What follows belongs to an exercise in optimizing a design on an open flow for small area; a production flow would make more cautious choices.
No run shown here included a check of the RTL's function; only the layout flow was run.

[flow/design.v]
module ccm_fa(input a, input b, input ci, output s, output co);
assign s = a ^ b ^ ci;
assign co = (a & b) | (a & ci) | (b & ci);
endmodule
module ccm_tree(
	input	[7:0]	x0, x1, x2,
	input	[8:0]	m0, m1, m2,
	output	[18:0]	cs
);
	wire p1 = ~(x0[0] & m0[0]);
	wire p2 = ~(x0[0] & m0[1]);
	wire p3 = ~(x0[0] & m0[2]);
	wire p4 = ~(x0[0] & m0[3]);
	wire p5 = ~(x0[0] & m0[4]);
	wire p6 = ~(x0[0] & m0[5]);
	wire p7 = ~(x0[0] & m0[6]);
	wire p8 = ~(x0[0] & m0[7]);
	wire p9 = x0[0] & m0[8];
	wire p10 = ~(x0[1] & m0[0]);
	wire p11 = ~(x0[1] & m0[1]);
	wire p12 = ~(x0[1] & m0[2]);
	wire p13 = ~(x0[1] & m0[3]);
	wire p14 = ~(x0[1] & m0[4]);
	wire p15 = ~(x0[1] & m0[5]);
	wire p16 = ~(x0[1] & m0[6]);
	wire p17 = ~(x0[1] & m0[7]);
	wire p18 = x0[1] & m0[8];
	wire p19 = ~(x0[2] & m0[0]);
	wire p20 = ~(x0[2] & m0[1]);
	wire p21 = ~(x0[2] & m0[2]);
	wire p22 = ~(x0[2] & m0[3]);
	wire p23 = ~(x0[2] & m0[4]);
	wire p24 = ~(x0[2] & m0[5]);
	wire p25 = ~(x0[2] & m0[6]);
	wire p26 = ~(x0[2] & m0[7]);
	wire p27 = x0[2] & m0[8];
	wire p28 = ~(x0[3] & m0[0]);
	wire p29 = ~(x0[3] & m0[1]);
	wire p30 = ~(x0[3] & m0[2]);
	wire p31 = ~(x0[3] & m0[3]);
	wire p32 = ~(x0[3] & m0[4]);
	wire p33 = ~(x0[3] & m0[5]);
	wire p34 = ~(x0[3] & m0[6]);
	wire p35 = ~(x0[3] & m0[7]);
	wire p36 = x0[3] & m0[8];
	wire p37 = ~(x0[4] & m0[0]);
	wire p38 = ~(x0[4] & m0[1]);
	wire p39 = ~(x0[4] & m0[2]);
	wire p40 = ~(x0[4] & m0[3]);
	wire p41 = ~(x0[4] & m0[4]);
	wire p42 = ~(x0[4] & m0[5]);
	wire p43 = ~(x0[4] & m0[6]);
	wire p44 = ~(x0[4] & m0[7]);
	wire p45 = x0[4] & m0[8];
	wire p46 = ~(x0[5] & m0[0]);
	wire p47 = ~(x0[5] & m0[1]);
	wire p48 = ~(x0[5] & m0[2]);
	wire p49 = ~(x0[5] & m0[3]);
	wire p50 = ~(x0[5] & m0[4]);
	wire p51 = ~(x0[5] & m0[5]);
	wire p52 = ~(x0[5] & m0[6]);
	wire p53 = ~(x0[5] & m0[7]);
	wire p54 = x0[5] & m0[8];
	wire p55 = ~(x0[6] & m0[0]);
	wire p56 = ~(x0[6] & m0[1]);
	wire p57 = ~(x0[6] & m0[2]);
	wire p58 = ~(x0[6] & m0[3]);
	wire p59 = ~(x0[6] & m0[4]);
	wire p60 = ~(x0[6] & m0[5]);
	wire p61 = ~(x0[6] & m0[6]);
	wire p62 = ~(x0[6] & m0[7]);
	wire p63 = x0[6] & m0[8];
	wire p64 = ~(x0[7] & m0[0]);
	wire p65 = ~(x0[7] & m0[1]);
	wire p66 = ~(x0[7] & m0[2]);
	wire p67 = ~(x0[7] & m0[3]);
	wire p68 = ~(x0[7] & m0[4]);
	wire p69 = ~(x0[7] & m0[5]);
	wire p70 = ~(x0[7] & m0[6]);
	wire p71 = ~(x0[7] & m0[7]);
	wire p72 = x0[7] & m0[8];
	wire p73 = ~(x1[0] & m1[0]);
	wire p74 = ~(x1[0] & m1[1]);
	wire p75 = ~(x1[0] & m1[2]);
	wire p76 = ~(x1[0] & m1[3]);
	wire p77 = ~(x1[0] & m1[4]);
	wire p78 = ~(x1[0] & m1[5]);
	wire p79 = ~(x1[0] & m1[6]);
	wire p80 = ~(x1[0] & m1[7]);
	wire p81 = x1[0] & m1[8];
	wire p82 = ~(x1[1] & m1[0]);
	wire p83 = ~(x1[1] & m1[1]);
	wire p84 = ~(x1[1] & m1[2]);
	wire p85 = ~(x1[1] & m1[3]);
	wire p86 = ~(x1[1] & m1[4]);
	wire p87 = ~(x1[1] & m1[5]);
	wire p88 = ~(x1[1] & m1[6]);
	wire p89 = ~(x1[1] & m1[7]);
	wire p90 = x1[1] & m1[8];
	wire p91 = ~(x1[2] & m1[0]);
	wire p92 = ~(x1[2] & m1[1]);
	wire p93 = ~(x1[2] & m1[2]);
	wire p94 = ~(x1[2] & m1[3]);
	wire p95 = ~(x1[2] & m1[4]);
	wire p96 = ~(x1[2] & m1[5]);
	wire p97 = ~(x1[2] & m1[6]);
	wire p98 = ~(x1[2] & m1[7]);
	wire p99 = x1[2] & m1[8];
	wire p100 = ~(x1[3] & m1[0]);
	wire p101 = ~(x1[3] & m1[1]);
	wire p102 = ~(x1[3] & m1[2]);
	wire p103 = ~(x1[3] & m1[3]);
	wire p104 = ~(x1[3] & m1[4]);
	wire p105 = ~(x1[3] & m1[5]);
	wire p106 = ~(x1[3] & m1[6]);
	wire p107 = ~(x1[3] & m1[7]);
	wire p108 = x1[3] & m1[8];
	wire p109 = ~(x1[4] & m1[0]);
	wire p110 = ~(x1[4] & m1[1]);
	wire p111 = ~(x1[4] & m1[2]);
	wire p112 = ~(x1[4] & m1[3]);
	wire p113 = ~(x1[4] & m1[4]);
	wire p114 = ~(x1[4] & m1[5]);
	wire p115 = ~(x1[4] & m1[6]);
	wire p116 = ~(x1[4] & m1[7]);
	wire p117 = x1[4] & m1[8];
	wire p118 = ~(x1[5] & m1[0]);
	wire p119 = ~(x1[5] & m1[1]);
	wire p120 = ~(x1[5] & m1[2]);
	wire p121 = ~(x1[5] & m1[3]);
	wire p122 = ~(x1[5] & m1[4]);
	wire p123 = ~(x1[5] & m1[5]);
	wire p124 = ~(x1[5] & m1[6]);
	wire p125 = ~(x1[5] & m1[7]);
	wire p126 = x1[5] & m1[8];
	wire p127 = ~(x1[6] & m1[0]);
	wire p128 = ~(x1[6] & m1[1]);
	wire p129 = ~(x1[6] & m1[2]);
	wire p130 = ~(x1[6] & m1[3]);
	wire p131 = ~(x1[6] & m1[4]);
	wire p132 = ~(x1[6] & m1[5]);
	wire p133 = ~(x1[6] & m1[6]);
	wire p134 = ~(x1[6] & m1[7]);
	wire p135 = x1[6] & m1[8];
	wire p136 = ~(x1[7] & m1[0]);
	wire p137 = ~(x1[7] & m1[1]);
	wire p138 = ~(x1[7] & m1[2]);
	wire p139 = ~(x1[7] & m1[3]);
	wire p140 = ~(x1[7] & m1[4]);
	wire p141 = ~(x1[7] & m1[5]);
	wire p142 = ~(x1[7] & m1[6]);
	wire p143 = ~(x1[7] & m1[7]);
	wire p144 = x1[7] & m1[8];
	wire p145 = ~(x2[0] & m2[0]);
	wire p146 = ~(x2[0] & m2[1]);
	wire p147 = ~(x2[0] & m2[2]);
	wire p148 = ~(x2[0] & m2[3]);
	wire p149 = ~(x2[0] & m2[4]);
	wire p150 = ~(x2[0] & m2[5]);
	wire p151 = ~(x2[0] & m2[6]);
	wire p152 = ~(x2[0] & m2[7]);
	wire p153 = x2[0] & m2[8];
	wire p154 = ~(x2[1] & m2[0]);
	wire p155 = ~(x2[1] & m2[1]);
	wire p156 = ~(x2[1] & m2[2]);
	wire p157 = ~(x2[1] & m2[3]);
	wire p158 = ~(x2[1] & m2[4]);
	wire p159 = ~(x2[1] & m2[5]);
	wire p160 = ~(x2[1] & m2[6]);
	wire p161 = ~(x2[1] & m2[7]);
	wire p162 = x2[1] & m2[8];
	wire p163 = ~(x2[2] & m2[0]);
	wire p164 = ~(x2[2] & m2[1]);
	wire p165 = ~(x2[2] & m2[2]);
	wire p166 = ~(x2[2] & m2[3]);
	wire p167 = ~(x2[2] & m2[4]);
	wire p168 = ~(x2[2] & m2[5]);
	wire p169 = ~(x2[2] & m2[6]);
	wire p170 = ~(x2[2] & m2[7]);
	wire p171 = x2[2] & m2[8];
	wire p172 = ~(x2[3] & m2[0]);
	wire p173 = ~(x2[3] & m2[1]);
	wire p174 = ~(x2[3] & m2[2]);
	wire p175 = ~(x2[3] & m2[3]);
	wire p176 = ~(x2[3] & m2[4]);
	wire p177 = ~(x2[3] & m2[5]);
	wire p178 = ~(x2[3] & m2[6]);
	wire p179 = ~(x2[3] & m2[7]);
	wire p180 = x2[3] & m2[8];
	wire p181 = ~(x2[4] & m2[0]);
	wire p182 = ~(x2[4] & m2[1]);
	wire p183 = ~(x2[4] & m2[2]);
	wire p184 = ~(x2[4] & m2[3]);
	wire p185 = ~(x2[4] & m2[4]);
	wire p186 = ~(x2[4] & m2[5]);
	wire p187 = ~(x2[4] & m2[6]);
	wire p188 = ~(x2[4] & m2[7]);
	wire p189 = x2[4] & m2[8];
	wire p190 = ~(x2[5] & m2[0]);
	wire p191 = ~(x2[5] & m2[1]);
	wire p192 = ~(x2[5] & m2[2]);
	wire p193 = ~(x2[5] & m2[3]);
	wire p194 = ~(x2[5] & m2[4]);
	wire p195 = ~(x2[5] & m2[5]);
	wire p196 = ~(x2[5] & m2[6]);
	wire p197 = ~(x2[5] & m2[7]);
	wire p198 = x2[5] & m2[8];
	wire p199 = ~(x2[6] & m2[0]);
	wire p200 = ~(x2[6] & m2[1]);
	wire p201 = ~(x2[6] & m2[2]);
	wire p202 = ~(x2[6] & m2[3]);
	wire p203 = ~(x2[6] & m2[4]);
	wire p204 = ~(x2[6] & m2[5]);
	wire p205 = ~(x2[6] & m2[6]);
	wire p206 = ~(x2[6] & m2[7]);
	wire p207 = x2[6] & m2[8];
	wire p208 = ~(x2[7] & m2[0]);
	wire p209 = ~(x2[7] & m2[1]);
	wire p210 = ~(x2[7] & m2[2]);
	wire p211 = ~(x2[7] & m2[3]);
	wire p212 = ~(x2[7] & m2[4]);
	wire p213 = ~(x2[7] & m2[5]);
	wire p214 = ~(x2[7] & m2[6]);
	wire p215 = ~(x2[7] & m2[7]);
	wire p216 = x2[7] & m2[8];
	wire c218 = (p1 & p73) | (p1 & p145) | (p73 & p145);
	wire s219, c220;
	ccm_fa u_s219 (.a(p2), .b(p10), .ci(p74), .s(s219), .co(c220));
	wire s221, c222;
	ccm_fa u_s221 (.a(p82), .b(p146), .ci(p154), .s(s221), .co(c222));
	wire c224 = (c218 & s219) | (c218 & s221) | (s219 & s221);
	wire s225, c226;
	ccm_fa u_s225 (.a(p3), .b(p11), .ci(p19), .s(s225), .co(c226));
	wire s227, c228;
	ccm_fa u_s227 (.a(p75), .b(p83), .ci(p91), .s(s227), .co(c228));
	wire s229, c230;
	ccm_fa u_s229 (.a(p147), .b(p155), .ci(p163), .s(s229), .co(c230));
	wire s231, c232;
	ccm_fa u_s231 (.a(c220), .b(c222), .ci(s225), .s(s231), .co(c232));
	wire s233, c234;
	ccm_fa u_s233 (.a(s227), .b(s229), .ci(c224), .s(s233), .co(c234));
	wire c235 = s231 | s233;
	wire s236, c237;
	ccm_fa u_s236 (.a(p4), .b(p12), .ci(p20), .s(s236), .co(c237));
	wire s238, c239;
	ccm_fa u_s238 (.a(p28), .b(p76), .ci(p84), .s(s238), .co(c239));
	wire s240, c241;
	ccm_fa u_s240 (.a(p92), .b(p100), .ci(p148), .s(s240), .co(c241));
	wire s242, c243;
	ccm_fa u_s242 (.a(p156), .b(p164), .ci(p172), .s(s242), .co(c243));
	wire s244, c245;
	ccm_fa u_s244 (.a(c226), .b(c228), .ci(c230), .s(s244), .co(c245));
	wire s246, c247;
	ccm_fa u_s246 (.a(s236), .b(s238), .ci(s240), .s(s246), .co(c247));
	wire s248, c249;
	ccm_fa u_s248 (.a(s242), .b(c232), .ci(s244), .s(s248), .co(c249));
	wire s250, c251;
	ccm_fa u_s250 (.a(s246), .b(c234), .ci(s248), .s(s250), .co(c251));
	wire c252 = c235 | s250;
	wire s253, c254;
	ccm_fa u_s253 (.a(p5), .b(p13), .ci(p21), .s(s253), .co(c254));
	wire s255, c256;
	ccm_fa u_s255 (.a(p29), .b(p37), .ci(p77), .s(s255), .co(c256));
	wire s257, c258;
	ccm_fa u_s257 (.a(p85), .b(p93), .ci(p101), .s(s257), .co(c258));
	wire s259, c260;
	ccm_fa u_s259 (.a(p109), .b(p149), .ci(p157), .s(s259), .co(c260));
	wire s261, c262;
	ccm_fa u_s261 (.a(p165), .b(p173), .ci(p181), .s(s261), .co(c262));
	wire s263, c264;
	ccm_fa u_s263 (.a(c237), .b(c239), .ci(c241), .s(s263), .co(c264));
	wire s265, c266;
	ccm_fa u_s265 (.a(c243), .b(s253), .ci(s255), .s(s265), .co(c266));
	wire s267, c268;
	ccm_fa u_s267 (.a(s257), .b(s259), .ci(s261), .s(s267), .co(c268));
	wire s269, c270;
	ccm_fa u_s269 (.a(c245), .b(c247), .ci(s263), .s(s269), .co(c270));
	wire s271, c272;
	ccm_fa u_s271 (.a(s265), .b(s267), .ci(c249), .s(s271), .co(c272));
	wire s273, c274;
	ccm_fa u_s273 (.a(s269), .b(c251), .ci(s271), .s(s273), .co(c274));
	wire c275 = c252 | s273;
	wire s276, c277;
	ccm_fa u_s276 (.a(p6), .b(p14), .ci(p22), .s(s276), .co(c277));
	wire s278, c279;
	ccm_fa u_s278 (.a(p30), .b(p38), .ci(p46), .s(s278), .co(c279));
	wire s280, c281;
	ccm_fa u_s280 (.a(p78), .b(p86), .ci(p94), .s(s280), .co(c281));
	wire s282, c283;
	ccm_fa u_s282 (.a(p102), .b(p110), .ci(p118), .s(s282), .co(c283));
	wire s284, c285;
	ccm_fa u_s284 (.a(p150), .b(p158), .ci(p166), .s(s284), .co(c285));
	wire s286, c287;
	ccm_fa u_s286 (.a(p174), .b(p182), .ci(p190), .s(s286), .co(c287));
	wire s288, c289;
	ccm_fa u_s288 (.a(c254), .b(c256), .ci(c258), .s(s288), .co(c289));
	wire s290, c291;
	ccm_fa u_s290 (.a(c260), .b(c262), .ci(s276), .s(s290), .co(c291));
	wire s292, c293;
	ccm_fa u_s292 (.a(s278), .b(s280), .ci(s282), .s(s292), .co(c293));
	wire s294, c295;
	ccm_fa u_s294 (.a(s284), .b(s286), .ci(c264), .s(s294), .co(c295));
	wire s296, c297;
	ccm_fa u_s296 (.a(c266), .b(c268), .ci(s288), .s(s296), .co(c297));
	wire s298, c299;
	ccm_fa u_s298 (.a(s290), .b(s292), .ci(c270), .s(s298), .co(c299));
	wire s300, c301;
	ccm_fa u_s300 (.a(s294), .b(s296), .ci(c272), .s(s300), .co(c301));
	wire s302, c303;
	ccm_fa u_s302 (.a(s298), .b(s300), .ci(c274), .s(s302), .co(c303));
	wire c304 = c275 | s302;
	wire s305, c306;
	ccm_fa u_s305 (.a(p7), .b(p15), .ci(p23), .s(s305), .co(c306));
	wire s307, c308;
	ccm_fa u_s307 (.a(p31), .b(p39), .ci(p47), .s(s307), .co(c308));
	wire s309, c310;
	ccm_fa u_s309 (.a(p55), .b(p79), .ci(p87), .s(s309), .co(c310));
	wire s311, c312;
	ccm_fa u_s311 (.a(p95), .b(p103), .ci(p111), .s(s311), .co(c312));
	wire s313, c314;
	ccm_fa u_s313 (.a(p119), .b(p127), .ci(p151), .s(s313), .co(c314));
	wire s315, c316;
	ccm_fa u_s315 (.a(p159), .b(p167), .ci(p175), .s(s315), .co(c316));
	wire s317, c318;
	ccm_fa u_s317 (.a(p183), .b(p191), .ci(p199), .s(s317), .co(c318));
	wire s319, c320;
	ccm_fa u_s319 (.a(c277), .b(c279), .ci(c281), .s(s319), .co(c320));
	wire s321, c322;
	ccm_fa u_s321 (.a(c283), .b(c285), .ci(c287), .s(s321), .co(c322));
	wire s323, c324;
	ccm_fa u_s323 (.a(s305), .b(s307), .ci(s309), .s(s323), .co(c324));
	wire s325, c326;
	ccm_fa u_s325 (.a(s311), .b(s313), .ci(s315), .s(s325), .co(c326));
	wire s327, c328;
	ccm_fa u_s327 (.a(s317), .b(c289), .ci(c291), .s(s327), .co(c328));
	wire s329, c330;
	ccm_fa u_s329 (.a(c293), .b(s319), .ci(s321), .s(s329), .co(c330));
	wire s331, c332;
	ccm_fa u_s331 (.a(s323), .b(s325), .ci(c295), .s(s331), .co(c332));
	wire s333, c334;
	ccm_fa u_s333 (.a(c297), .b(s327), .ci(s329), .s(s333), .co(c334));
	wire s335, c336;
	ccm_fa u_s335 (.a(c299), .b(s331), .ci(s333), .s(s335), .co(c336));
	wire s337, c338;
	ccm_fa u_s337 (.a(c301), .b(s335), .ci(c303), .s(s337), .co(c338));
	wire c339 = c304 | s337;
	wire s340, c341;
	ccm_fa u_s340 (.a(p8), .b(p16), .ci(p24), .s(s340), .co(c341));
	wire s342, c343;
	ccm_fa u_s342 (.a(p32), .b(p40), .ci(p48), .s(s342), .co(c343));
	wire s344, c345;
	ccm_fa u_s344 (.a(p56), .b(p64), .ci(p80), .s(s344), .co(c345));
	wire s346, c347;
	ccm_fa u_s346 (.a(p88), .b(p96), .ci(p104), .s(s346), .co(c347));
	wire s348, c349;
	ccm_fa u_s348 (.a(p112), .b(p120), .ci(p128), .s(s348), .co(c349));
	wire s350, c351;
	ccm_fa u_s350 (.a(p136), .b(p152), .ci(p160), .s(s350), .co(c351));
	wire s352, c353;
	ccm_fa u_s352 (.a(p168), .b(p176), .ci(p184), .s(s352), .co(c353));
	wire s354, c355;
	ccm_fa u_s354 (.a(p192), .b(p200), .ci(p208), .s(s354), .co(c355));
	wire s356, c357;
	ccm_fa u_s356 (.a(c306), .b(c308), .ci(c310), .s(s356), .co(c357));
	wire s358, c359;
	ccm_fa u_s358 (.a(c312), .b(c314), .ci(c316), .s(s358), .co(c359));
	wire s360, c361;
	ccm_fa u_s360 (.a(c318), .b(s340), .ci(s342), .s(s360), .co(c361));
	wire s362, c363;
	ccm_fa u_s362 (.a(s344), .b(s346), .ci(s348), .s(s362), .co(c363));
	wire s364, c365;
	ccm_fa u_s364 (.a(s350), .b(s352), .ci(s354), .s(s364), .co(c365));
	wire s366, c367;
	ccm_fa u_s366 (.a(c320), .b(c322), .ci(c324), .s(s366), .co(c367));
	wire s368, c369;
	ccm_fa u_s368 (.a(c326), .b(s356), .ci(s358), .s(s368), .co(c369));
	wire s370, c371;
	ccm_fa u_s370 (.a(s360), .b(s362), .ci(s364), .s(s370), .co(c371));
	wire s372, c373;
	ccm_fa u_s372 (.a(c328), .b(c330), .ci(s366), .s(s372), .co(c373));
	wire s374, c375;
	ccm_fa u_s374 (.a(s368), .b(s370), .ci(c332), .s(s374), .co(c375));
	wire s376, c377;
	ccm_fa u_s376 (.a(c334), .b(s372), .ci(s374), .s(s376), .co(c377));
	wire s378, c379;
	ccm_fa u_s378 (.a(c336), .b(s376), .ci(c338), .s(s378), .co(c379));
	wire s380 = p17 ^ p25;
	wire c381 = p17 & p25;
	wire s382, c383;
	ccm_fa u_s382 (.a(p33), .b(p41), .ci(p49), .s(s382), .co(c383));
	wire s384, c385;
	ccm_fa u_s384 (.a(p57), .b(p65), .ci(p89), .s(s384), .co(c385));
	wire s386, c387;
	ccm_fa u_s386 (.a(p97), .b(p105), .ci(p113), .s(s386), .co(c387));
	wire s388, c389;
	ccm_fa u_s388 (.a(p121), .b(p129), .ci(p137), .s(s388), .co(c389));
	wire s390, c391;
	ccm_fa u_s390 (.a(p161), .b(p169), .ci(p177), .s(s390), .co(c391));
	wire s392, c393;
	ccm_fa u_s392 (.a(p185), .b(p193), .ci(p201), .s(s392), .co(c393));
	wire s394, c395;
	ccm_fa u_s394 (.a(p209), .b(p9), .ci(p81), .s(s394), .co(c395));
	wire s396, c397;
	ccm_fa u_s396 (.a(p153), .b(c341), .ci(c343), .s(s396), .co(c397));
	wire s398, c399;
	ccm_fa u_s398 (.a(c345), .b(c347), .ci(c349), .s(s398), .co(c399));
	wire s400, c401;
	ccm_fa u_s400 (.a(c351), .b(c353), .ci(c355), .s(s400), .co(c401));
	wire s402, c403;
	ccm_fa u_s402 (.a(s380), .b(s382), .ci(s384), .s(s402), .co(c403));
	wire s404, c405;
	ccm_fa u_s404 (.a(s386), .b(s388), .ci(s390), .s(s404), .co(c405));
	wire s406, c407;
	ccm_fa u_s406 (.a(s392), .b(s394), .ci(c357), .s(s406), .co(c407));
	wire s408, c409;
	ccm_fa u_s408 (.a(c359), .b(c361), .ci(c363), .s(s408), .co(c409));
	wire s410, c411;
	ccm_fa u_s410 (.a(c365), .b(s396), .ci(s398), .s(s410), .co(c411));
	wire s412, c413;
	ccm_fa u_s412 (.a(s400), .b(s402), .ci(s404), .s(s412), .co(c413));
	wire s414, c415;
	ccm_fa u_s414 (.a(c367), .b(c369), .ci(s406), .s(s414), .co(c415));
	wire s416, c417;
	ccm_fa u_s416 (.a(c371), .b(s408), .ci(s410), .s(s416), .co(c417));
	wire s418, c419;
	ccm_fa u_s418 (.a(s412), .b(c373), .ci(s414), .s(s418), .co(c419));
	wire s420, c421;
	ccm_fa u_s420 (.a(s416), .b(c375), .ci(s418), .s(s420), .co(c421));
	wire s422, c423;
	ccm_fa u_s422 (.a(c377), .b(s420), .ci(c379), .s(s422), .co(c423));
	wire s424 = p26 ^ p34;
	wire c425 = p26 & p34;
	wire s426, c427;
	ccm_fa u_s426 (.a(p42), .b(p50), .ci(p58), .s(s426), .co(c427));
	wire s428, c429;
	ccm_fa u_s428 (.a(p66), .b(p98), .ci(p106), .s(s428), .co(c429));
	wire s430, c431;
	ccm_fa u_s430 (.a(p114), .b(p122), .ci(p130), .s(s430), .co(c431));
	wire s432, c433;
	ccm_fa u_s432 (.a(p138), .b(p170), .ci(p178), .s(s432), .co(c433));
	wire s434, c435;
	ccm_fa u_s434 (.a(p186), .b(p194), .ci(p202), .s(s434), .co(c435));
	wire s436, c437;
	ccm_fa u_s436 (.a(p210), .b(p18), .ci(p90), .s(s436), .co(c437));
	wire s438, c439;
	ccm_fa u_s438 (.a(p162), .b(c381), .ci(c383), .s(s438), .co(c439));
	wire s440, c441;
	ccm_fa u_s440 (.a(c385), .b(c387), .ci(c389), .s(s440), .co(c441));
	wire s442, c443;
	ccm_fa u_s442 (.a(c391), .b(c393), .ci(c395), .s(s442), .co(c443));
	wire s444, c445;
	ccm_fa u_s444 (.a(s424), .b(s426), .ci(s428), .s(s444), .co(c445));
	wire s446, c447;
	ccm_fa u_s446 (.a(s430), .b(s432), .ci(s434), .s(s446), .co(c447));
	wire s448, c449;
	ccm_fa u_s448 (.a(s436), .b(c397), .ci(c399), .s(s448), .co(c449));
	wire s450, c451;
	ccm_fa u_s450 (.a(c401), .b(c403), .ci(c405), .s(s450), .co(c451));
	wire s452, c453;
	ccm_fa u_s452 (.a(s438), .b(s440), .ci(s442), .s(s452), .co(c453));
	wire s454, c455;
	ccm_fa u_s454 (.a(s444), .b(s446), .ci(c407), .s(s454), .co(c455));
	wire s456, c457;
	ccm_fa u_s456 (.a(c409), .b(c411), .ci(s448), .s(s456), .co(c457));
	wire s458, c459;
	ccm_fa u_s458 (.a(c413), .b(s450), .ci(s452), .s(s458), .co(c459));
	wire s460, c461;
	ccm_fa u_s460 (.a(c415), .b(s454), .ci(c417), .s(s460), .co(c461));
	wire s462, c463;
	ccm_fa u_s462 (.a(s456), .b(s458), .ci(c419), .s(s462), .co(c463));
	wire s464, c465;
	ccm_fa u_s464 (.a(s460), .b(c421), .ci(s462), .s(s464), .co(c465));
	wire s466, c467;
	ccm_fa u_s466 (.a(p35), .b(p43), .ci(p51), .s(s466), .co(c467));
	wire s468, c469;
	ccm_fa u_s468 (.a(p59), .b(p67), .ci(p107), .s(s468), .co(c469));
	wire s470, c471;
	ccm_fa u_s470 (.a(p115), .b(p123), .ci(p131), .s(s470), .co(c471));
	wire s472, c473;
	ccm_fa u_s472 (.a(p139), .b(p179), .ci(p187), .s(s472), .co(c473));
	wire s474, c475;
	ccm_fa u_s474 (.a(p195), .b(p203), .ci(p211), .s(s474), .co(c475));
	wire s476, c477;
	ccm_fa u_s476 (.a(p27), .b(p99), .ci(p171), .s(s476), .co(c477));
	wire s478, c479;
	ccm_fa u_s478 (.a(c425), .b(c427), .ci(c429), .s(s478), .co(c479));
	wire s480, c481;
	ccm_fa u_s480 (.a(c431), .b(c433), .ci(c435), .s(s480), .co(c481));
	wire s482, c483;
	ccm_fa u_s482 (.a(c437), .b(s466), .ci(s468), .s(s482), .co(c483));
	wire s484, c485;
	ccm_fa u_s484 (.a(s470), .b(s472), .ci(s474), .s(s484), .co(c485));
	wire s486, c487;
	ccm_fa u_s486 (.a(s476), .b(c439), .ci(c441), .s(s486), .co(c487));
	wire s488, c489;
	ccm_fa u_s488 (.a(c443), .b(c445), .ci(c447), .s(s488), .co(c489));
	wire s490, c491;
	ccm_fa u_s490 (.a(s478), .b(s480), .ci(s482), .s(s490), .co(c491));
	wire s492, c493;
	ccm_fa u_s492 (.a(s484), .b(c449), .ci(c451), .s(s492), .co(c493));
	wire s494, c495;
	ccm_fa u_s494 (.a(s486), .b(c453), .ci(s488), .s(s494), .co(c495));
	wire s496, c497;
	ccm_fa u_s496 (.a(s490), .b(c455), .ci(c457), .s(s496), .co(c497));
	wire s498, c499;
	ccm_fa u_s498 (.a(s492), .b(c459), .ci(s494), .s(s498), .co(c499));
	wire s500, c501;
	ccm_fa u_s500 (.a(s496), .b(c461), .ci(s498), .s(s500), .co(c501));
	wire s502, c503;
	ccm_fa u_s502 (.a(c463), .b(s500), .ci(c465), .s(s502), .co(c503));
	wire s504, c505;
	ccm_fa u_s504 (.a(p44), .b(p52), .ci(p60), .s(s504), .co(c505));
	wire s506, c507;
	ccm_fa u_s506 (.a(p68), .b(p116), .ci(p124), .s(s506), .co(c507));
	wire s508, c509;
	ccm_fa u_s508 (.a(p132), .b(p140), .ci(p188), .s(s508), .co(c509));
	wire s510, c511;
	ccm_fa u_s510 (.a(p196), .b(p204), .ci(p212), .s(s510), .co(c511));
	wire s512, c513;
	ccm_fa u_s512 (.a(p36), .b(p108), .ci(p180), .s(s512), .co(c513));
	wire s514, c515;
	ccm_fa u_s514 (.a(c467), .b(c469), .ci(c471), .s(s514), .co(c515));
	wire s516, c517;
	ccm_fa u_s516 (.a(c473), .b(c475), .ci(c477), .s(s516), .co(c517));
	wire s518, c519;
	ccm_fa u_s518 (.a(s504), .b(s506), .ci(s508), .s(s518), .co(c519));
	wire s520, c521;
	ccm_fa u_s520 (.a(s510), .b(s512), .ci(c479), .s(s520), .co(c521));
	wire s522, c523;
	ccm_fa u_s522 (.a(c481), .b(c483), .ci(c485), .s(s522), .co(c523));
	wire s524, c525;
	ccm_fa u_s524 (.a(s514), .b(s516), .ci(s518), .s(s524), .co(c525));
	wire s526, c527;
	ccm_fa u_s526 (.a(c487), .b(c489), .ci(s520), .s(s526), .co(c527));
	wire s528, c529;
	ccm_fa u_s528 (.a(c491), .b(s522), .ci(s524), .s(s528), .co(c529));
	wire s530, c531;
	ccm_fa u_s530 (.a(c493), .b(c495), .ci(s526), .s(s530), .co(c531));
	wire s532, c533;
	ccm_fa u_s532 (.a(s528), .b(c497), .ci(c499), .s(s532), .co(c533));
	wire s534, c535;
	ccm_fa u_s534 (.a(s530), .b(s532), .ci(c501), .s(s534), .co(c535));
	wire s536, c537;
	ccm_fa u_s536 (.a(p53), .b(p61), .ci(p69), .s(s536), .co(c537));
	wire s538, c539;
	ccm_fa u_s538 (.a(p125), .b(p133), .ci(p141), .s(s538), .co(c539));
	wire s540, c541;
	ccm_fa u_s540 (.a(p197), .b(p205), .ci(p213), .s(s540), .co(c541));
	wire s542, c543;
	ccm_fa u_s542 (.a(p45), .b(p117), .ci(p189), .s(s542), .co(c543));
	wire s544, c545;
	ccm_fa u_s544 (.a(c505), .b(c507), .ci(c509), .s(s544), .co(c545));
	wire s546, c547;
	ccm_fa u_s546 (.a(c511), .b(c513), .ci(s536), .s(s546), .co(c547));
	wire s548, c549;
	ccm_fa u_s548 (.a(s538), .b(s540), .ci(s542), .s(s548), .co(c549));
	wire s550, c551;
	ccm_fa u_s550 (.a(c515), .b(c517), .ci(c519), .s(s550), .co(c551));
	wire s552, c553;
	ccm_fa u_s552 (.a(s544), .b(s546), .ci(s548), .s(s552), .co(c553));
	wire s554, c555;
	ccm_fa u_s554 (.a(c521), .b(c523), .ci(c525), .s(s554), .co(c555));
	wire s556, c557;
	ccm_fa u_s556 (.a(s550), .b(s552), .ci(c527), .s(s556), .co(c557));
	wire s558, c559;
	ccm_fa u_s558 (.a(c529), .b(s554), .ci(s556), .s(s558), .co(c559));
	wire s560, c561;
	ccm_fa u_s560 (.a(c531), .b(s558), .ci(c533), .s(s560), .co(c561));
	wire s562, c563;
	ccm_fa u_s562 (.a(p62), .b(p70), .ci(p134), .s(s562), .co(c563));
	wire s564, c565;
	ccm_fa u_s564 (.a(p142), .b(p206), .ci(p214), .s(s564), .co(c565));
	wire s566, c567;
	ccm_fa u_s566 (.a(p54), .b(p126), .ci(p198), .s(s566), .co(c567));
	wire s568, c569;
	ccm_fa u_s568 (.a(c537), .b(c539), .ci(c541), .s(s568), .co(c569));
	wire s570, c571;
	ccm_fa u_s570 (.a(c543), .b(s562), .ci(s564), .s(s570), .co(c571));
	wire s572, c573;
	ccm_fa u_s572 (.a(s566), .b(c545), .ci(c547), .s(s572), .co(c573));
	wire s574, c575;
	ccm_fa u_s574 (.a(s568), .b(c549), .ci(s570), .s(s574), .co(c575));
	wire s576, c577;
	ccm_fa u_s576 (.a(c551), .b(s572), .ci(c553), .s(s576), .co(c577));
	wire s578, c579;
	ccm_fa u_s578 (.a(s574), .b(c555), .ci(s576), .s(s578), .co(c579));
	wire s580, c581;
	ccm_fa u_s580 (.a(c557), .b(s578), .ci(c559), .s(s580), .co(c581));
	wire s582, c583;
	ccm_fa u_s582 (.a(p71), .b(p143), .ci(p215), .s(s582), .co(c583));
	wire s584, c585;
	ccm_fa u_s584 (.a(p63), .b(p135), .ci(p207), .s(s584), .co(c585));
	wire s586, c587;
	ccm_fa u_s586 (.a(c563), .b(c565), .ci(c567), .s(s586), .co(c587));
	wire s588, c589;
	ccm_fa u_s588 (.a(s582), .b(s584), .ci(c569), .s(s588), .co(c589));
	wire s590, c591;
	ccm_fa u_s590 (.a(c571), .b(s586), .ci(c573), .s(s590), .co(c591));
	wire s592, c593;
	ccm_fa u_s592 (.a(s588), .b(c575), .ci(s590), .s(s592), .co(c593));
	wire s594, c595;
	ccm_fa u_s594 (.a(c577), .b(s592), .ci(c579), .s(s594), .co(c595));
	wire s596, c597;
	ccm_fa u_s596 (.a(p72), .b(p144), .ci(p216), .s(s596), .co(c597));
	wire s598, c599;
	ccm_fa u_s598 (.a(c583), .b(c585), .ci(s596), .s(s598), .co(c599));
	wire s600, c601;
	ccm_fa u_s600 (.a(c587), .b(s598), .ci(c589), .s(s600), .co(c601));
	wire s602, c603;
	ccm_fa u_s602 (.a(c591), .b(s600), .ci(c593), .s(s602), .co(c603));
	wire s604 = c597 ^ c599;
	wire c605 = c597 & c599;
	wire s606, c607;
	ccm_fa u_s606 (.a(s604), .b(c601), .ci(c603), .s(s606), .co(c607));
	assign cs = {c607, c605, s606, c595, s602, c581, s594, c561, s580, c535, s560, c503, s534, s502, c423, s464, s422, s378, c339};
endmodule
module ccm_fin(
	input	[18:0]	cs,
	output	[7:0]	y
);
	wire [11:0] ta = ~{1'b0, cs[17], cs[16], cs[14], cs[12], cs[10], cs[8], cs[6], cs[5], cs[3], cs[2], cs[0]};
	wire [11:0] tb = ~{1'b1, cs[18], 1'b1, cs[15], cs[13], cs[11], cs[9], cs[7], 1'b1, cs[4], 1'b1, cs[1]};
	wire tc = ~1'b1;
	wire [11:0] p = ta ^ tb;
	wire [11:0] g = ta & tb;
	wire G608 = g[0] | (p[0] & tc);
	wire G609 = g[1] | (p[1] & G608);
	wire P610 = p[1] & p[0];
	wire G611 = g[2] | (p[2] & g[1]);
	wire P612 = p[2] & p[1];
	wire G613 = g[3] | (p[3] & g[2]);
	wire P614 = p[3] & p[2];
	wire G615 = g[4] | (p[4] & g[3]);
	wire P616 = p[4] & p[3];
	wire G617 = g[5] | (p[5] & g[4]);
	wire P618 = p[5] & p[4];
	wire G619 = g[6] | (p[6] & g[5]);
	wire P620 = p[6] & p[5];
	wire G621 = g[7] | (p[7] & g[6]);
	wire P622 = p[7] & p[6];
	wire G623 = g[8] | (p[8] & g[7]);
	wire P624 = p[8] & p[7];
	wire G625 = g[9] | (p[9] & g[8]);
	wire P626 = p[9] & p[8];
	wire G627 = g[10] | (p[10] & g[9]);
	wire P628 = p[10] & p[9];
	wire G629 = g[11] | (p[11] & g[10]);
	wire P630 = p[11] & p[10];
	wire G631 = G611 | (P612 & G608);
	wire P632 = P612 & p[0];
	wire G633 = G613 | (P614 & G609);
	wire P634 = P614 & P610;
	wire G635 = G615 | (P616 & G611);
	wire P636 = P616 & P612;
	wire G637 = G617 | (P618 & G613);
	wire P638 = P618 & P614;
	wire G639 = G619 | (P620 & G615);
	wire P640 = P620 & P616;
	wire G641 = G621 | (P622 & G617);
	wire P642 = P622 & P618;
	wire G643 = G623 | (P624 & G619);
	wire P644 = P624 & P620;
	wire G645 = G625 | (P626 & G621);
	wire P646 = P626 & P622;
	wire G647 = G627 | (P628 & G623);
	wire P648 = P628 & P624;
	wire G649 = G629 | (P630 & G625);
	wire P650 = P630 & P626;
	wire G651 = G635 | (P636 & G608);
	wire P652 = P636 & p[0];
	wire G653 = G637 | (P638 & G609);
	wire P654 = P638 & P610;
	wire G655 = G639 | (P640 & G631);
	wire P656 = P640 & P632;
	wire G657 = G641 | (P642 & G633);
	wire P658 = P642 & P634;
	wire G659 = G643 | (P644 & G635);
	wire P660 = P644 & P636;
	wire G661 = G645 | (P646 & G637);
	wire P662 = P646 & P638;
	wire G663 = G647 | (P648 & G639);
	wire P664 = P648 & P640;
	wire G665 = G649 | (P650 & G641);
	wire P666 = P650 & P642;
	wire G667 = G659 | (P660 & G608);
	wire P668 = P660 & p[0];
	wire G669 = G661 | (P662 & G609);
	wire P670 = P662 & P610;
	wire G671 = G663 | (P664 & G631);
	wire P672 = P664 & P632;
	wire G673 = G665 | (P666 & G633);
	wire P674 = P666 & P634;
	wire [11:0] cy = {G671, G669, G667, G657, G655, G653, G651, G633, G631, G609, G608, tc};
	wire [11:0] sum = p ^ cy;
	wire neg = sum[11];
	wire ovf = |sum[10:8];
	assign y = neg ? 8'd0 : ovf ? 8'd255 : sum[7:0];
endmodule
module ccm_row(
	input	[7:0]	x0, x1, x2,
	input	[8:0]	m0, m1, m2,
	output	[7:0]	y
);
wire	[18:0]	cs;
ccm_tree u_tree(.x0(x0), .x1(x1), .x2(x2), .m0(m0), .m1(m1), .m2(m2), .cs(cs));
ccm_fin u_fin(.cs(cs), .y(y));
endmodule
module ccm(
	input			clk,
	input			reset_n,
	input	[8:0]	i_ccm_1m1,	 
	input	[8:0]	i_ccm_1m2,
	input	[8:0]	i_ccm_1m3,
	input	[8:0]	i_ccm_2m1,
	input	[8:0]	i_ccm_2m2,
	input	[8:0]	i_ccm_2m3,
	input	[8:0]	i_ccm_3m1,
	input	[8:0]	i_ccm_3m2,
	input	[8:0]	i_ccm_3m3,
	input	[2:0]	i_video_syn,
	input	[23:0]	i_data,
	output	[2:0]	o_video_sync,
	output	[23:0]	o_data
);
reg		[3:0]		syn_v,syn_h,syn_d;
always @(posedge clk or negedge reset_n)
	if(~reset_n) begin
		syn_v	<=	0;
		syn_h	<=	0;
		syn_d	<=	0;
	end else begin
		syn_v	<=	{syn_v[2:0],	i_video_syn[2]};
		syn_d	<=	{syn_d[2:0],	i_video_syn[1]};
		syn_h	<=	{syn_h[2:0],	i_video_syn[0]};
	end
wire	[7:0]	r_new, g_new, b_new;
ccm_row u_row_r(
	.x0	(i_data[23:16]), .x1 (i_data[15:8]), .x2 (i_data[7:0]),
	.m0	(i_ccm_1m1), .m1 (i_ccm_1m2), .m2 (i_ccm_1m3),
	.y	(r_new)
);
ccm_row u_row_g(
	.x0	(i_data[23:16]), .x1 (i_data[15:8]), .x2 (i_data[7:0]),
	.m0	(i_ccm_2m1), .m1 (i_ccm_2m2), .m2 (i_ccm_2m3),
	.y	(g_new)
);
ccm_row u_row_b(
	.x0	(i_data[23:16]), .x1 (i_data[15:8]), .x2 (i_data[7:0]),
	.m0	(i_ccm_3m1), .m1 (i_ccm_3m2), .m2 (i_ccm_3m3),
	.y	(b_new)
);
reg		[23:0]	d1, d2, d3, d4;
always @(posedge clk) begin
	d1	<=	{r_new, g_new, b_new};
	d2	<=	d1;
	d3	<=	d2;
	d4	<=	d3;
end
assign			o_data			=	d4;
assign			o_video_sync	=	{syn_v[3],syn_d[3],syn_h[3]};
endmodule
[flow/run.sh]
#!/bin/bash
# synth_recipe.tcl (not shown) runs the flow's synth.tcl, then flattens the netlist and writes it again
# the make line also repeats each setting of config.mk as NAME=value (left out here)
make -C /OpenROAD-flow-scripts/flow DESIGN_CONFIG=/design/flow/config.mk WORK_HOME=/design/flow/orfs CLKGATE_MAP_FILE= SYNTH_SCRIPT=/design/flow/synth_recipe.tcl finish
[flow/constraint.sdc]
create_clock -name core_clock -period 7.0 [get_ports {clk}]
set_input_delay 1.4000 -clock core_clock [delete_from_list [all_inputs] [get_ports {clk}]]
set_output_delay 1.4000 -clock core_clock [all_outputs]
set_load 0.01 [all_outputs]
[flow/config.mk]
export PLATFORM = sky130hd
export DESIGN_NAME = ccm
export DESIGN_NICKNAME = ccm
export VERILOG_FILES = /design/flow/design.v
export SDC_FILE = /design/flow/constraint.sdc
export NUM_CORES = 4
export LEC_CHECK = 0
export CAP_MARGIN = 20
export CORE_MARGIN = 2
export CORE_UTILIZATION = 40
export SLEW_MARGIN = 20
export SYNTH_HIERARCHICAL = 1
export SYNTH_MINIMUM_KEEP_SIZE = 0
==> results of run 1 <==
## cell families after synthesis
| logic type | after synthesis | share of synthesized area [%] |
|---|---|---|
| compound gates | 84 | 3.48 |
| xor+xnor | 15 | 0.688 |
| fa+ha+maj | 606 | 61.8 |
| buf+inv | 267 | 6.90 |
| flops | 108 | 11.6 |
| simple gates | 708 | 15.5 |
## placed cells by master (no fill, tap or decap), drive strengths merged
cell type,Yosys,routed
o211a,3,3
bufbuf,0,7
o21a,12,12
dlygate4sd2,0,33
xnor2,15,15
nand3b,3,3
ha,36,36
a21oi,15,15
nor3,6,6
nand2,588,588
maj3,6,6
clkdlybuf4s50,0,67
nand3,3,3
o21ai,6,6
nor2,21,21
o221ai,6,6
buf,78,279
dlymetal6s2s,0,27
and2b,3,3
dfrtp,12,12
clkdlybuf4s15,0,2
a211oi,3,3
or2,6,6
o31a,3,3
nor4,3,3
o22ai,27,27
fa,564,564
clkinv,0,4
and3b,3,3
and2,72,72
o211ai,3,3
o2111ai,3,3
dfxtp,96,96
inv,63,66
o41ai,3,3
clkbuf,126,18
## sequential cells by signal (all words and copies together) (netlist names)
name	cells
syn_h	4
d1	24
syn_v	4
d2	24
syn_d	4
d3	24
d4	24
## what timing repair did
action | in CTS | in global routing
gates resized for setup | 124 | 122
setup endpoints to repair | 24 | 24
buffers inserted | 24 | 9
pin swaps | 39 | 45
cloned | 7 | 3
## path summary, 6_finish.rpt
kind | end | slack, ns | cells past startpoint
worst min-delay path | d3[10]$_DFF_P_ | 0.31 | 0
worst min register to register | d3[10]$_DFF_P_ | 0.31 | 0
min in group asynchronous | syn_h[3]$_DFF_PN0_ | 1.32 | 1
worst max register to register | syn_d[1]$_DFF_PN0_ | 6.51 | 0
worst max-delay path | d1[16]$_DFF_P_ | 0.07 | 19
max in group asynchronous | syn_v[0]$_DFF_PN0_ | 5.32 | 1
## worst max-delay path, cell delays in order
cell and delay [ns]:
clkdlybuf4s50_1 0.52, nand2_1 0.10, fa_1 0.49, fa_1 0.55
fa_1 0.43, fa_1 0.54, fa_1 0.46, fa_2 0.39
fa_2 0.40, fa_1 0.52, inv_2 0.06, ha_4 0.17
a21oi_4 0.20, o211a_1 0.18, a211oi_2 0.04, buf_4 0.16
o41ai_4 0.31, buf_4 0.20, o22ai_1 0.09
## modules after synthesis (local to each module, per instance), excerpt
| module | times used | cells | flip-flops and latches |
|---|---|---|---|
| ccm_tree | 3 | 291 | 0 |
| ccm_fin | 3 | 80 | 0 |
| ccm_fa | 564 | 1 | 0 |
| ccm | 1 | 111 | 108 |
## stage by stage
step	util [%]	setup WS, ns
floorplan	-	0.00732
global placement	47.0	-0.811
detailed placement	47.0	-0.955
CTS	49.0	-0.00976
global route	49.8	-0.0615
finish	49.8	0.0719
## routing by layer
metal  share of wire (%)  wire [µm]  vias to the layer above
li1                    -          -                     5805
met2                  47      27300                      712
met5               0.071         41                        -
met3                 9.5       5450                      115
met1                  40      22900                     7370
met4                 3.4       1950                        6
## area by class of cell
cell class	instances	share of cell area (%)
timing repair buffer	424	17.4
multi-input combinational	1413	67.6
sequential	108	9.41
inverter	63	1.00
clock buffer	9	0.953
tap	615	3.26
clock inverter	7	0.387
==> impl_metrics.csv, run 1 <==
group,metric,value,unit
status,outcome,"timing/DRC/antenna clean",
critical_path,critPathLaunch,"i_ccm_1m3[5]",
routing,route.detailed.drc,0,
routing,drt-pass1-iter-count,6,
sta,finalHoldViolations,0,
finish,finalInstanceArea,23600,µm²
placed_design,place_congestion,0.948,
grt,antenna_found_initial,3,
floorplan,core,47400,µm²
sta,rsz0062_at_grt,"yes",
placed_design,portBuffers,136,
clock_network,clk_pin_slew,0.10,ns
synthesis,ys_top_cells_by_area,"fa_1 (59%), nand2_1 (11%), dfxtp_1 (10%)",
job,maxCapViolations,0,
grt,grt_pass1_vias,15900,
sta,tns,0,ns
floorplan,die_y,223,µm
floorplan,die_w,223,µm
critical_path,path_class,"input port to flip-flop",
synthesis,synth_area,19100,µm²
sta,timing.hold.ws,0.308,ns
grt,gr-usage-met3,5.53,%
synthesis,async_flop_share,11.1,%
placed_design,place_hpwl,46900,µm
floorplan,rows,80,
routing,routedWlPerCell,21.8,µm
finish,layout-drive-gt1-share,23.3,%
finish,multi_input_area,16000,µm²
synthesis,synth_ff_type,"dfxtp_1",
grt,grt_max_degree,23,
synthesis,yosysSeqAreaShare,11.6,%
routing,viasPerCell,5.31,
finish,area_growth,23.7,%
critical_path,critPathLaunchType,"input port",
clock_network,clk_path_buf_depth,2,
synthesis,synth_most_common_cell,"nand2_1",
synthesis,syn_inst,1788,
critical_path,setup.worst_path.end_class,"flip-flop",
clock_network,clock_sinks,108,
critical_path,cp_data_arrival_time,7.20,ns
hold_path,hp-start,"d2[10]$_DFF_P_",
grt,use_met2,39.0,%
finish,num_antenna_cells,0,
placed_design,dp_cells,2587,
floorplan,io_pins,137,
finish,nets,2729,
synthesis,avgSynthCellArea,10.7,µm²
sta,fmax,144,MHz
clock_network,clk_latency,0.41,ns
clock_network,cts_tree,"yes",
grt,grt_pass1_wl,89500,µm
finish,final_cells,2639,
clock_network,root_buffer,"clkbuf_16",
synthesis,synth_cell_type_count,34,
synthesis,yosysTopAreaCellShare,59.1,%
critical_path,required,7.28,ns
finish,seqCellArea,2220,µm²
synthesis,synth_edf_count,0,
routing,postRouteAntennaNets,0,
sta,tightestPinTransition,0.509,ns
clock_network,cts_hold_buf,0,
synthesis,yosysWarnings,7,
floorplan,die_area,49500,µm²
sta,setup_viol,0,
synthesis,synth_top_cell_by_area,"fa_1",
hold_path,hp-class,"flip-flop to flip-flop",
grt,track_usage,24.2,%
routing,dr_total_vias,14000,
sta,maxSlewViolCount,0,
sta,finalCriticalPeriod,6.93,ns
routing,drt_iter0_markers,1219,
synthesis,ys_top_cells_by_count,"nand2_1 (579), fa_1 (564), clkbuf_1 (126), dfxtp_1 (96)",
critical_path,r2r_start,"syn_d[0]$_DFF_PN0_",
floorplan,start_util,40.3,%
grt,overflow,0,
synthesis,ys_seq_elements,108,
synthesis,synth_nets,2498,
sta,maxSlewHeadroom,66.0,%
critical_path,path_max_fanout,8,
sta,finalCritPeriodShare,99.0,%
grt,grt-busiest-layer,"met2",
grt,gr-usage-met1,32.1,%
clock_network,cts_buffers,9,
routing,wl,57600,µm
finish,fillerInstances,4250,
sta,finClkSkew,0.0222,ns
placed_design,post_dp_cell_area,22300,µm²
clock_network,htree_levels,3,
==> run 2, diff against run 1 <==
--- a/flow/design.v
+++ b/flow/design.v
@@ -628,67 +628,41 @@
 	wire P610 = p[1] & p[0];
-	wire G611 = g[2] | (p[2] & g[1]);
-	wire P612 = p[2] & p[1];
-	wire G613 = g[3] | (p[3] & g[2]);
-	wire P614 = p[3] & p[2];
-	wire G615 = g[4] | (p[4] & g[3]);
-	wire P616 = p[4] & p[3];
-	wire G617 = g[5] | (p[5] & g[4]);
-	wire P618 = p[5] & p[4];
-	wire G619 = g[6] | (p[6] & g[5]);
-	wire P620 = p[6] & p[5];
-	wire G621 = g[7] | (p[7] & g[6]);
-	wire P622 = p[7] & p[6];
-	wire G623 = g[8] | (p[8] & g[7]);
-	wire P624 = p[8] & p[7];
-	wire G625 = g[9] | (p[9] & g[8]);
-	wire P626 = p[9] & p[8];
-	wire G627 = g[10] | (p[10] & g[9]);
-	wire P628 = p[10] & p[9];
-	wire G629 = g[11] | (p[11] & g[10]);
-	wire P630 = p[11] & p[10];
-	wire G631 = G611 | (P612 & G608);
-	wire P632 = P612 & p[0];
-	wire G633 = G613 | (P614 & G609);
-	wire P634 = P614 & P610;
-	wire G635 = G615 | (P616 & G611);
-	wire P636 = P616 & P612;
-	wire G637 = G617 | (P618 & G613);
-	wire P638 = P618 & P614;
-	wire G639 = G619 | (P620 & G615);
-	wire P640 = P620 & P616;
-	wire G641 = G621 | (P622 & G617);
-	wire P642 = P622 & P618;
-	wire G643 = G623 | (P624 & G619);
-	wire P644 = P624 & P620;
-	wire G645 = G625 | (P626 & G621);
-	wire P646 = P626 & P622;
-	wire G647 = G627 | (P628 & G623);
-	wire P648 = P628 & P624;
-	wire G649 = G629 | (P630 & G625);
-	wire P650 = P630 & P626;
-	wire G651 = G635 | (P636 & G608);
-	wire P652 = P636 & p[0];
-	wire G653 = G637 | (P638 & G609);
-	wire P654 = P638 & P610;
-	wire G655 = G639 | (P640 & G631);
-	wire P656 = P640 & P632;
-	wire G657 = G641 | (P642 & G633);
-	wire P658 = P642 & P634;
-	wire G659 = G643 | (P644 & G635);
-	wire P660 = P644 & P636;
-	wire G661 = G645 | (P646 & G637);
-	wire P662 = P646 & P638;
-	wire G663 = G647 | (P648 & G639);
-	wire P664 = P648 & P640;
-	wire G665 = G649 | (P650 & G641);
-	wire P666 = P650 & P642;
-	wire G667 = G659 | (P660 & G608);
-	wire P668 = P660 & p[0];
-	wire G669 = G661 | (P662 & G609);
-	wire P670 = P662 & P610;
-	wire G671 = G663 | (P664 & G631);
-	wire P672 = P664 & P632;
-	wire G673 = G665 | (P666 & G633);
-	wire P674 = P666 & P634;
-	wire [11:0] cy = {G671, G669, G667, G657, G655, G653, G651, G633, G631, G609, G608, tc};
+	wire G611 = g[3] | (p[3] & g[2]);
+	wire P612 = p[3] & p[2];
+	wire G613 = g[5] | (p[5] & g[4]);
+	wire P614 = p[5] & p[4];
+	wire G615 = g[7] | (p[7] & g[6]);
+	wire P616 = p[7] & p[6];
+	wire G617 = g[9] | (p[9] & g[8]);
+	wire P618 = p[9] & p[8];
+	wire G619 = g[11] | (p[11] & g[10]);
+	wire P620 = p[11] & p[10];
+	wire G621 = g[2] | (p[2] & G609);
+	wire P622 = p[2] & P610;
+	wire G623 = G611 | (P612 & G609);
+	wire P624 = P612 & P610;
+	wire G625 = g[6] | (p[6] & G613);
+	wire P626 = p[6] & P614;
+	wire G627 = G615 | (P616 & G613);
+	wire P628 = P616 & P614;
+	wire G629 = g[10] | (p[10] & G617);
+	wire P630 = p[10] & P618;
+	wire G631 = G619 | (P620 & G617);
+	wire P632 = P620 & P618;
+	wire G633 = g[4] | (p[4] & G623);
+	wire P634 = p[4] & P624;
+	wire G635 = G613 | (P614 & G623);
+	wire P636 = P614 & P624;
+	wire G637 = G625 | (P626 & G623);
+	wire P638 = P626 & P624;
+	wire G639 = G627 | (P628 & G623);
+	wire P640 = P628 & P624;
+	wire G641 = g[8] | (p[8] & G639);
+	wire P642 = p[8] & P640;
+	wire G643 = G617 | (P618 & G639);
+	wire P644 = P618 & P640;
+	wire G645 = G629 | (P630 & G639);
+	wire P646 = P630 & P640;
+	wire G647 = G631 | (P632 & G639);
+	wire P648 = P632 & P640;
+	wire [11:0] cy = {G645, G643, G641, G639, G637, G635, G633, G623, G621, G609, G608, tc};
 	wire [11:0] sum = p ^ cy;
@@ -698,11 +672,2 @@
 endmodule
-module ccm_row(
-	input	[7:0]	x0, x1, x2,
-	input	[8:0]	m0, m1, m2,
-	output	[7:0]	y
-);
-wire	[18:0]	cs;
-ccm_tree u_tree(.x0(x0), .x1(x1), .x2(x2), .m0(m0), .m1(m1), .m2(m2), .cs(cs));
-ccm_fin u_fin(.cs(cs), .y(y));
-endmodule
 module ccm(
@@ -735,22 +700,31 @@
 	end
-wire	[7:0]	r_new, g_new, b_new;
-ccm_row u_row_r(
+wire	[18:0]	cs_r, cs_g, cs_b;
+ccm_tree u_tree_r(
 	.x0	(i_data[23:16]), .x1 (i_data[15:8]), .x2 (i_data[7:0]),
 	.m0	(i_ccm_1m1), .m1 (i_ccm_1m2), .m2 (i_ccm_1m3),
-	.y	(r_new)
+	.cs	(cs_r)
 );
-ccm_row u_row_g(
+ccm_tree u_tree_g(
 	.x0	(i_data[23:16]), .x1 (i_data[15:8]), .x2 (i_data[7:0]),
 	.m0	(i_ccm_2m1), .m1 (i_ccm_2m2), .m2 (i_ccm_2m3),
-	.y	(g_new)
+	.cs	(cs_g)
 );
-ccm_row u_row_b(
+ccm_tree u_tree_b(
 	.x0	(i_data[23:16]), .x1 (i_data[15:8]), .x2 (i_data[7:0]),
 	.m0	(i_ccm_3m1), .m1 (i_ccm_3m2), .m2 (i_ccm_3m3),
-	.y	(b_new)
+	.cs	(cs_b)
 );
-reg		[23:0]	d1, d2, d3, d4;
+reg		[18:0]	c1_r, c1_g, c1_b;
+always @(posedge clk) begin
+	c1_r	<=	cs_r;
+	c1_g	<=	cs_g;
+	c1_b	<=	cs_b;
+end
+wire	[7:0]	r_new, g_new, b_new;
+ccm_fin u_fin_r(.cs(c1_r), .y(r_new));
+ccm_fin u_fin_g(.cs(c1_g), .y(g_new));
+ccm_fin u_fin_b(.cs(c1_b), .y(b_new));
+reg		[23:0]	d2, d3, d4;
 always @(posedge clk) begin
-	d1	<=	{r_new, g_new, b_new};
-	d2	<=	d1;
+	d2	<=	{r_new, g_new, b_new};
 	d3	<=	d2;
==> run 2 against run 1 <==
- via count decreased by 4.7%
- fmax increased by 14%
- highest routed layer unchanged
- largest cell class unchanged
- still clean on timing, DRC and antenna
- final area decreased by 5.4%
- synthesized area increased by 4.5%
- register-to-register slack got worse by 2.5 ns
- utilization decreased by 4.2 points
- synthesized cell count increased by 1.3%
- setup slack improved by 0.82 ns
==> impl_metrics.csv, run 2 <==
group,metric,value,unit
critical_path,path_class,"input port to flip-flop",
sta,maxSlewHeadroom,43.0,%
routing,dr_total_vias,13400,
synthesis,synth_cell_type_count,38,
hold_path,hp-class,"flip-flop to flip-flop",
grt,grt_pass1_vias,15300,
critical_path,slowest_stage,"clkdlybuf4s50_1",
critical_path,required,7.37,ns
routing,dr_wl_met2,27300,µm
critical_path,reg2reg_to,"d2[21]$_DFF_P_",
synthesis,synth_edf_count,0,
synthesis,avgSynthCellArea,11.0,µm²
critical_path,cp_data_arrival_time,6.48,ns
clock_network,cts_setup_buffers,0,
grt,grt_max_degree,28,
critical_path,crit_buf_inv,1,
synthesis,yosysSeqAreaShare,14.4,%
finish,area_growth,12.0,%
synthesis,synth_most_common_cell,"nand2_1",
sta,tns,0,ns
grt,overflow,0,
floorplan,die_w,227,µm
finish,layout-drive-gt1-share,9.14,%
sta,tightestPinTransition,0.852,ns
critical_path,r2r_cells,12,
critical_path,path_max_fanout,15,
finish,biggestRegsByFlops,"d2: 24 flops, d3: 24 flops, d4: 24 flops",
sta,fmax,164,MHz
clock_network,cts_hold_buf,0,
routing,postRouteAntennaNets,0,
clock_network,htree_levels,4,
sta,setup_viol,0,
finish,final_cell_mix,"nand2_1 (579), fa_1 (573), clkdlybuf4s50_1 (136), dfxtp_1 (129), buf_4 (81)",
routing,wl,56800,µm
finish,final_common_cell,"nand2_1",
clock_network,clk_path_buf_depth,2,
sta,finalCriticalPeriod,6.10,ns
sta,finalCritPeriodShare,87.2,%
synthesis,synth_top_cell_by_area,"fa_1",
synthesis,async_flop_share,8.51,%
synthesis,yosysTopAreaCellShare,57.5,%
critical_path,path_cells,"clkdlybuf4s50_1 > nand2_1 > fa_1 > fa_1 > fa_1 > fa_1 > fa_1 > fa_1 > fa_1 > fa_1 > fa_1",
sta,fin_ws,0.896,ns
routing,drt_iter0_markers,1253,
floorplan,core,49100,µm²
synthesis,ys_seq_elements,141,
routing,wl_met1,22300,µm
job,maxCapViolations,0,
clock_network,clk_latency,0.49,ns
critical_path,slowest_delay,1.03,ns
routing,routedWlPerCell,22.5,µm
placed_design,post_dp_cell_area,21700,µm²
critical_path,worst-path-stages,11,
synthesis,ys_top_cells_by_area,"fa_1 (57%), dfxtp_1 (13%), nand2_1 (11%)",
floorplan,start_util,40.7,%
routing,drt-pass1-iter-count,5,
finish,fillerInstances,4564,
grt,grt_pass1_wl,88700,µm
synthesis,synth_nets,2531,
placed_design,place_hpwl,45700,µm
clock_network,cts_tree,"yes",
floorplan,die_area,51700,µm²
synthesis,ys_top_cells_by_count,"nand2_1 (579), fa_1 (573), dfxtp_1 (129), clkbuf_1 (126), and2_1 (75)",
routing,dr.max_layer_used,"met5",
critical_path,setup.worst_path.end_class,"flip-flop",
critical_path,critPathLaunch,"i_data[1]",
floorplan,rows,81,
sta,maxSlewViolCount,0,
critical_path,cp_common_cell,"fa_1",
grt,track_usage,23.5,%
grt,antenna_found_initial,6,
critical_path,worstSetupEndpoint,"c1_g[2]$_DFF_P_",
clock_network,post_cts_resized,0,
synthesis,synth_ff_type,"dfxtp_1",
routing,route.detailed.drc,0,
critical_path,critPathLaunchType,"input port",
sta,rsz0062_at_grt,"no",
sta,finClkSkew,0.0191,ns
floorplan,die_y,227,µm
synthesis,yosysWarnings,7,
floorplan,io_pins,137,
synthesis,synth_area,20000,µm²
placed_design,place_ws,0.426,ns
routing,viasPerCell,5.28,
critical_path,rrSetupSlack,4.06,ns
clock_network,clock_sinks,141,
placed_design,portBuffers,136,
critical_path,critical_path.top_delay_family,"adder cells",
clock_network,root_buffer,"clkbuf_16",
synthesis,syn_inst,1812,
sta,finalHoldViolations,0,
clock_network,clk_pin_slew,0.07,ns
finish,finalInstanceArea,22400,µm²
clock_network,cts_buffers,17,
finish,nets,2566,
routing,dr_wl_met3,5060,µm
status,outcome,"timing/DRC/antenna clean",
placed_design,place_congestion,0.920,
critical_path,r2r_start,"c1_r[0]$_DFF_P_",
## run 2: layout make-up
| class | instances | area, µm² | share of cell area (%) |
|---|---|---|---|
| Clock inverter | 15 | 181 | 0.812 |
| Tap cell | 664 | 831 | 3.72 |
| Inverter | 57 | 214 | 0.957 |
| Antenna cell | 5 | 12.5 | 0.0560 |
| Timing Repair Buffer | 220 | 2030 | 9.08 |
| Multi-Input combinational cell | 1410 | 15800 | 70.6 |
| Clock buffer | 17 | 425 | 1.90 |
| Sequential cell | 141 | 2880 | 12.9 |
## run 2: worst min-delay path by stage
stage | end | cells after the start | from | slack [ns]
2_1_floorplan | d3[0]$_DFF_P_ | 0 | d2[0]$_DFF_P_ | 0.31
3_3_place_gp | d3[10]$_DFF_P_ | 0 | d2[10]$_DFF_P_ | 0.31
3_5_place_dp | d3[14]$_DFF_P_ | 0 | d2[14]$_DFF_P_ | 0.31
4_1_cts | d3[15]$_DFF_P_ | 0 | d2[15]$_DFF_P_ | 0.33
5_1_grt | d4[9]$_DFF_P_ | 0 | d3[9]$_DFF_P_ | 0.33
6_report | d3[15]$_DFF_P_ | 0 | d2[15]$_DFF_P_ | 0.32
## run 2: per-module statistics from Yosys (local to each module, per instance)
module	times used	flops+latches	cells inside	area, µm²
ccm_fa	564	0	1	20.0
ccm_fin	3	0	77	609
ccm	1	141	144	2910
ccm_tree	3	0	291	1310
## run 2: stage by stage
| stage | hold WS [ns] | util, % | instances |
|---|---|---|---|
| floorplan | 0.310 | - | 1812 |
| global placement | 0.310 | 44.3 | 2492 |
| detailed placement | 0.312 | 44.3 | 2492 |
| CTS | 0.326 | 45.5 | 2524 |
| global route | 0.331 | 45.6 | 2529 |
| finish | 0.324 | 45.6 | 2529 |
## run 2: metal layers
layer  track usage, %  up-vias
met5                0        -
met2             37.7      721
met1             30.3     7030
li1                 -     5456
met3             5.68      142
met4             10.4        2
## run 2: cells by family after synthesis
| family | synth area share (%) |
|---|---|
| compound gates | 2.43 |
| xor+xnor | 0.658 |
| fa+ha+maj | 60.1 |
| buf+inv | 6.49 |
| flops | 14.4 |
| mux | 0.150 |
| simple gates | 15.7 |
## run 2: worst reg2reg max path, cell delays in order, from the launching register on
cell and delay, ns:
dfxtp_1 0.31, inv_1 0.04, ha_1 0.19, ha_1 0.22
a21oi_1 0.30, o22ai_2 0.18, nor2_1 0.19, nor2b_1 0.08
nor2_1 0.13, fa_1 0.49, nand2_1 0.25, nor2_1 0.09
a221oi_1 0.37

## separate check: timing with driven ports
The flow's constraints put no driver on any port. The routed layouts listed below were extracted and timed again, unchanged, in two steps. Step 1 assumes that a clkbuf_16 drives the clock port and a buf_2 every other input. Step 2 times the ports against the registers' clock, not the clock port: input delays grow and output delays shrink by t, the midpoint of the rising clock arrivals with the driver on. Slacks: no drivers / after step 1 / after step 2; pairs: no drivers / after step 1.
run | t (ns) | setup slack, ns | latest minus earliest clock arrival (ns) | pins driven straight from the clock port
run 1 | 0.461 | 0.072 / 0.101 / -0.359 | 0.023 / 0.023 | 1
run 2 | 0.538 | 0.896 / 0.925 / 0.387 | 0.020 / 0.020 | 1
Met with ideal ports but missed after step 2: setup timing in run 1. The setup slack of run 2, which loses most, moves by +0.029 ns with the drivers and by -0.509 ns with both steps.
